This is an optimization exercise on Yosys and OpenROAD, whose aim is small area, not a production implementation. Function was checked by simulation only, so behaviour that the tests miss may differ from the original. Power is estimated from default activity; no workload was simulated.

## the baseline
Design fft_core, start of the top module:
module fft_core (
   input               clk,
   input               rst_n,
   input        [3:0]  cfg_point,
   input               cfg_ifft,
   input        [5:0]  cfg_scaling,
   input               in_valid,
   input        [31:0] in_data,
   output logic        out_valid,
   output logic [31:0] out_data
);
==> flow/config.mk <==
export PLATFORM = sky130hd
export DESIGN_NAME = fft_core
export DESIGN_NICKNAME = fft_core
export VERILOG_FILES = /design/flow/design.v
export SDC_FILE = /design/flow/constraint.sdc
export NUM_CORES = 4
export LEC_CHECK = 0
export CAP_MARGIN = 0
export CORE_MARGIN = 2
export CORE_UTILIZATION = 75
export CTS_BUF_LIST = sky130_fd_sc_hd__clkbuf_2 sky130_fd_sc_hd__clkbuf_4 sky130_fd_sc_hd__clkbuf_8
export CTS_CLUSTER_DIAMETER = 40
export CTS_CLUSTER_SIZE = 12
export PLACE_DENSITY = 0.85
export SLEW_MARGIN = 0
export SYNTH_HIERARCHICAL = 1
export SYNTH_MEMORY_MAX_BITS = 65536
==> flow/constraint.sdc <==
create_clock -name core_clock -period 20.0 [get_ports {clk}]
set_input_delay 4.0000 -clock core_clock [delete_from_list [all_inputs] [get_ports {clk}]]
set_output_delay 4.0000 -clock core_clock [all_outputs]
set_load 0.01 [all_outputs]
standard.sh (not shown) runs the stock make flow with config.mk's settings and CLKGATE_MAP_FILE= SYNTH_SCRIPT=/design/flow/synth_recipe.tcl, a recipe that flattens the netlist after the stock synthesis.
==> flow/flow/run.sh <==
#!/bin/bash
# Layout flow: the standard flow (standard.sh: ORFS from the standard
# synthesis script to finish) with these settings changed:
#  - ABC maps the logic between registers with an area-oriented script
#    (flow/abc_speed.script, used in place of ORFS's script of that name;
#    registers are mapped before ABC runs, so they are unchanged);
#  - the port buffers that global placement inserts are buf_2 cells;
#  - clock tree synthesis inserts no dummy loads.
# make's full output goes to flow_make.log in the work folder; ORFS keeps
# each step's log under orfs/logs/.
set -euo pipefail
rm -rf scripts_abc
cp -r "$FLOW_HOME/scripts" scripts_abc
cp flow/abc_speed.script scripts_abc/abc_speed.script
bash standard.sh \
  "SCRIPTS_DIR=$PWD/scripts_abc" \
  "BUFFER_PORTS_ARGS=-buffer_cell sky130_fd_sc_hd__buf_2" \
  "CTS_ARGS=-sink_clustering_enable -repair_clock_nets -dont_use_dummy_load -buf_list {sky130_fd_sc_hd__clkbuf_2 sky130_fd_sc_hd__clkbuf_4 sky130_fd_sc_hd__clkbuf_8} -sink_clustering_size 12 -sink_clustering_max_diameter 40" \
  finish > flow_make.log 2>&1
==> flow/flow/abc_speed.script <==
&get -n
&st
&dch
&nf -a -R 1000 -E 100 -F 8 -A 6
&put
topo
stime -c
The baseline finished all stages; the layout is clean.
--- input diff the baseline..the candidate ---
Settings: a change of CTS_CLUSTER_SIZE from 12 to 20; a change of CTS_CLUSTER_DIAMETER from 40 to 60.
-- flow/flow/run.sh --
<<< the baseline, line 18
  "CTS_ARGS=-sink_clustering_enable -repair_clock_nets -dont_use_dummy_load -buf_list {sky130_fd_sc_hd__clkbuf_2 sky130_fd_sc_hd__clkbuf_4 sky130_fd_sc_hd__clkbuf_8} -sink_clustering_size 12 -sink_clustering_max_diameter 40" \
>>> the candidate, line 18
  "CTS_ARGS=-sink_clustering_enable -repair_clock_nets -dont_use_dummy_load -buf_list {sky130_fd_sc_hd__clkbuf_2 sky130_fd_sc_hd__clkbuf_4 sky130_fd_sc_hd__clkbuf_8} -sink_clustering_size 20 -sink_clustering_max_diameter 60" \
==> flow/flow/abc_speed.script <==
&get -n
&st
&dch
&nf -a -R 1000
&put
buffer -c
topo
stime -c
upsize -c
dnsize -c
The baseline -> the candidate: finished layout cell area flat. The candidate against the baseline: filler cell count in the final layout +about 16%, area fraction in compound gates after synthesis lost 0.61 points, wire length reported by the detailed router went up about 6.4%. The candidate improves on the baseline in internal cell power. The candidate vs the baseline on critical path depth: the candidate is the lower one. The baseline has lower share of total power in combinational logic than the candidate.

---

fft_core, a different RTL version from the one above (not shown whole).
Size: about 2600 cells after synthesis, ~290 flip-flops, about 79 I/O pins, about 0.022 mm² of cells after synthesis.
Settings: LEC_CHECK=0, ABC_AREA=1, CAP_MARGIN=0, CORE_MARGIN=2, CORE_UTILIZATION=60, CTS_BUF_LIST=sky130_fd_sc_hd__clkbuf_2 sky130_fd_sc_hd__clkbuf_4 sky130_fd_sc_hd__clkbuf_8, CTS_CLUSTER_DIAMETER=60, CTS_CLUSTER_SIZE=20, SLEW_MARGIN=0, SYNTH_MEMORY_MAX_BITS=65536; clock period 20.0 ns.
run.sh (not shown) runs the stock make flow with config.mk's settings and CLKGATE_MAP_FILE= SYNTH_SCRIPT=/design/flow/synth_recipe.tcl, a recipe that flattens the netlist after the stock synthesis.
Stock flow here: none of the scripts above is used.
Rerun with:
==> flow/config.mk (replaced) <==
export PLATFORM = sky130hd
export DESIGN_NAME = fft_core
export DESIGN_NICKNAME = fft_core
export VERILOG_FILES = /design/flow/design.v
export SDC_FILE = /design/flow/constraint.sdc
export NUM_CORES = 4
export LEC_CHECK = 0
export CAP_MARGIN = 20
export CORE_MARGIN = 2
export CORE_UTILIZATION = 40
export SLEW_MARGIN = 20
export SYNTH_MEMORY_MAX_BITS = 65536
Global-route usage goes down by 9.7 points.
Wire length rises by 14%.
Register-to-register slack gains 0.38 ns.
Non-clock buffer count rose by 18.
Core utilization went down by 21 points.

-- what the ideal ports hide --
How much do the figures lean on ideal ports? The routed layouts below were timed once more, with nothing changed but the port constraints.
Step 1 assumes that a clkbuf_16 drives the clock port and a buf_2 every other input.
Step 2 also shifts input and output timing later by t, the mid clock arrival at the registers, as if the neighbouring blocks saw the same clock.
Three values: no drivers, after step 1, after step 2; two values: the first two.
| run | t, ns | setup slack, ns | worst setup path after step 2 |
|---|---|---|---|
| the baseline | 0.568 | 0.369 / 0.324 / 0.892 | register to output |
| the candidate | 0.633 | 0.355 / 0.305 / 0.937 | register to output |
| the first run of note 2 | 0.684 | 0.426 / 0.373 / 0.183 | input to register |
| the second run of note 2 | 0.611 | 0.534 / 0.478 / 0.304 | input to register |
After both steps setup and hold are still met in every run listed. The setup slack of the first run of note 2, which loses most, moves by -0.053 ns with the drivers and by -0.243 ns with both steps.
